This design comes from an exercise in tuning for small area on the open sky130 flow, not from production work.
Function was checked by simulation only, so behaviour that the tests miss may differ from the original.
Power and IR drop assume default switching activity.

==> branch lagoon: inputs <==
Design risc_cpu, start of the top module:
module risc_cpu (
    input         clk, reset,
    output [31:0] PC,
    input  [31:0] Instr,
    output        MemWrite,
    output [31:0] Mem_WrAddr, Mem_WrData,
    input  [31:0] ReadData
);
==> module reg_file, before the edit <==
module reg_file (
    input         clk,
    input         we,
    input  [4:0]  wa,
    input  [31:0] wdx_lo, wdx_hi,    
    input  [4:0]  ra1,
    input         en1, inv1,
    input  [31:0] x1,
    input         x1sel,
    input  [4:0]  ra2,
    input         inv2,
    output [31:0] rd1, rd2,
    output        t
);
wire [30:0] ws, wns, s1a, s1b, s2a, s2b;
wire        pol1, pol2;
rf_toggle tg  (clk, t);
rf_wdec   dw  (wa, we, ws, wns);
rf_dec    d1a (ra1, en1, s1a);
rf_dec    d2a (ra2, 1'b1, s2a);
assign s1b = s1a;
assign s2b = s2a;
rf_pol    pl (t, ra1, ra2, en1, inv1, inv2, pol1, pol2);
wire [31:0] q [0:30];
genvar g, b;
generate
    for (g = 0; g < 31; g = g + 1) begin : row
        rf_row r (clk, ws[g], wns[g], (g < 16) ? wdx_lo : wdx_hi, q[g]);
    end
    for (b = 0; b < 32; b = b + 1) begin : col_b
        wire [30:0] col;
        for (g = 0; g < 31; g = g + 1) begin : c
            assign col[g] = q[g][b];
        end
        rf_rdbit  p1 (col, (b < 16) ? s1a : s1b, x1[b], x1sel, pol1, rd1[b]);
        rf_rdbit2 p2 (col, (b < 16) ? s2a : s2b, pol2, rd2[b]);
    end
endgenerate
endmodule
clock: 20.0 ns
lec_check: 0
cap_margin: 20
cell_pad_in_sites_detail_placement: 1
cell_pad_in_sites_global_placement: 1
core_area: 2.5 2.5 367.5 367.5
die_area: 0 0 370 370
gpl_timing_driven: 0
setup_slack_margin: 0.1
slew_margin: 20
synth_hierarchical: 1
standard.sh (not shown) runs the stock make flow with config.mk's settings and CLKGATE_MAP_FILE= SYNTH_SCRIPT=/design/flow/synth_recipe.tcl, a recipe that flattens the netlist after the stock synthesis.
==> flow/flow/run.sh <==
#!/bin/bash
# Own flow: the standard layout (standard.sh) with
#  - the synthesised cells taken down to drive strength 1 after the
#    floorplan (the later repair steps size up what timing, slew and
#    capacitance need),
#  - drive-strength-1 port buffers,
#  - only small buffers for placement's slew and capacitance repair,
#  - a clock tree of clkbuf_8 with larger sink clusters and no dummy loads.
# Each step's full output goes to a log file of its own here.
set -euo pipefail
HERE=$(pwd)
KNOBS=(
  "POST_FLOORPLAN_TCL=$HERE/flow/downsize_hook.tcl"
  "BUFFER_PORTS_ARGS=-buffer_cell sky130_fd_sc_hd__buf_1"
  "PRE_RESIZE_TCL=$HERE/flow/resize_hook.tcl"
  "CTS_ARGS=-sink_clustering_enable -repair_clock_nets -dont_use_dummy_load -buf_list sky130_fd_sc_hd__clkbuf_8 -sink_clustering_size 14 -sink_clustering_max_diameter 80"
)
bash standard.sh synth > synth.log 2>&1
bash standard.sh "${KNOBS[@]}" floorplan > floorplan.log 2>&1
bash standard.sh "${KNOBS[@]}" place > place.log 2>&1
bash standard.sh "${KNOBS[@]}" cts > cts.log 2>&1
bash standard.sh "${KNOBS[@]}" finish > finish.log 2>&1
==> flow/flow/downsize_hook.tcl <==
# POST_FLOORPLAN hook: swap every cell for the drive-strength-1 cell of its
# kind; the later repair steps size up what timing, slew and capacitance need.
set db [ord::get_db]
set n 0
foreach inst [[ord::get_db_block] getInsts] {
  set name [[$inst getMaster] getName]
  if {[regexp {^(sky130_fd_sc_hd__[a-z0-9]+)_([0-9]+)$} $name -> base drv] && $drv > 1} {
    set m [$db findMaster ${base}_1]
    if {$m != "NULL"} {
      $inst swapMaster $m
      incr n
    }
  }
}
puts "downsized $n cells"
==> flow/flow/resize_hook.tcl <==
# PRE_RESIZE hook: placement's slew and capacitance repair may use only
# small buffers (a chain of small buffers takes less area than the large
# buffers it otherwise picks); the drivers themselves may still be sized up.
set_dont_use [get_lib_cells {sky130_fd_sc_hd__buf_4 sky130_fd_sc_hd__buf_6 sky130_fd_sc_hd__buf_8 sky130_fd_sc_hd__buf_12 sky130_fd_sc_hd__buf_16 sky130_fd_sc_hd__bufbuf_8 sky130_fd_sc_hd__bufbuf_16 sky130_fd_sc_hd__clkbuf_4 sky130_fd_sc_hd__clkbuf_8 sky130_fd_sc_hd__clkbuf_16 sky130_fd_sc_hd__dlygate* sky130_fd_sc_hd__dlymetal* sky130_fd_sc_hd__clkdly*}]
==> branch quartz: changes against branch lagoon <==
--- a/flow/design.v
+++ b/flow/design.v
@@ -107,9 +107,9 @@
 rf_toggle tg  (clk, t);
 rf_wdec   dw  (wa, we, ws, wns);
 rf_dec    d1a (ra1, en1, s1a);
+rf_dec    d1b (ra1, en1, s1b);
 rf_dec    d2a (ra2, 1'b1, s2a);
-assign s1b = s1a;
-assign s2b = s2a;
+rf_dec    d2b (ra2, 1'b1, s2b);
 rf_pol    pl (t, ra1, ra2, en1, inv1, inv2, pol1, pol2);
 wire [31:0] q [0:30];
 genvar g, b;
==> flow/flow/run.sh (replaced) <==
#!/bin/bash
# Own flow: the standard layout (standard.sh) with
#  - the synthesised cells taken down to drive strength 1 after the
#    floorplan (the later repair steps size up what timing, slew and
#    capacitance need),
#  - drive-strength-1 port buffers,
#  - a clock tree of clkbuf_8 with larger sink clusters and no dummy loads.
# Each step's full output goes to a log file of its own here.
set -euo pipefail
HERE=$(pwd)
KNOBS=(
  "POST_FLOORPLAN_TCL=$HERE/flow/downsize_hook.tcl"
  "BUFFER_PORTS_ARGS=-buffer_cell sky130_fd_sc_hd__buf_1"
  "CTS_ARGS=-sink_clustering_enable -repair_clock_nets -dont_use_dummy_load -buf_list sky130_fd_sc_hd__clkbuf_8 -sink_clustering_size 12 -sink_clustering_max_diameter 80"
)
bash standard.sh synth > synth.log 2>&1
bash standard.sh "${KNOBS[@]}" floorplan > floorplan.log 2>&1
bash standard.sh "${KNOBS[@]}" place > place.log 2>&1
bash standard.sh "${KNOBS[@]}" cts > cts.log 2>&1
bash standard.sh "${KNOBS[@]}" finish > finish.log 2>&1
removed: flow/flow/resize_hook.tcl
==> summary of the runs <==
Between branch lagoon and branch quartz, the lower total power is in branch lagoon (gap 1.8%, measured against branch quartz). Between branch quartz and branch lagoon, the lower final cell count is in branch lagoon (gap 1.1%, measured against branch lagoon). Between branch lagoon and branch quartz, the lower non-clock buffer count is in branch quartz (gap 30). In die area, branch quartz and branch lagoon do not differ. Clock power: branch lagoon is smaller than branch quartz (about 4%). In branch lagoon the first-iteration DRC count is lower than in branch quartz, by about 0.56%. Of branch lagoon and branch quartz, branch quartz has the higher maximum frequency (gap 0.82%, measured against branch quartz).
==> figures <==
metric                                             branch quartz       branch lagoon
Post-layout nets                                            4772                4699
Wire length of the first global-routing pass           315000 um           311000 um
Wire length per cell                                     34.4 um             34.3 um
Cell count after placement                                  6283                6221
Setup slack of the critical path after layout           0.733 ns            0.573 ns
Endpoint arrival time on the critical path              15.27 ns            15.43 ns
Worst Hold End                                 rf.row[13].r.q[7]  rf.row[30].r.q[17]
Filler-free cell count of the finished design               6383                6314
Instance area after placement                         48700 um^2          48300 um^2
Status                          no timing/DRC/antenna violations  no timing/DRC/antenna violations
Crit-path max FO                                              17                  32
Pre-CTS setup slack                                     0.656 ns            0.788 ns
Worst R2R Setup Slack                                    6.53 ns             6.56 ns
Comb_multi_in                                               3000                2906
Switching power total                                    3.53 mW             3.48 mW

-- static timing again, ports no longer ideal --
Ports are ideal in the flow. The routed layouts listed here were re-timed in OpenROAD.
Step 1, drivers: a clkbuf_16 drives clk and a buf_2 each remaining input, both assumed.
Step 2 times the ports against the registers' clock, not the clock port: input delays grow and output delays shrink by t, the midpoint of the rising clock arrivals with the driver on.
a / b / c = ideal ports / drivers / drivers and shift; a / b = the first two.
| run | t (ns) | setup WS [ns] | worst hold slack (ns) | slew at the worst register clock pin (ns) |
|---|---|---|---|---|
| branch lagoon | 0.850 | 0.573 / 0.549 / 0.549 | 0.471 / 0.471 / 0.471 | 0.11 / 0.11 |
| branch quartz | 0.868 | 0.733 / 0.703 / 0.703 | 0.476 / 0.476 / 0.476 | 0.10 / 0.10 |
After both steps every run listed still meets setup and hold. For branch quartz, which loses most, drivers alone change the setup slack by -0.030 ns; drivers and shift together by -0.030 ns.
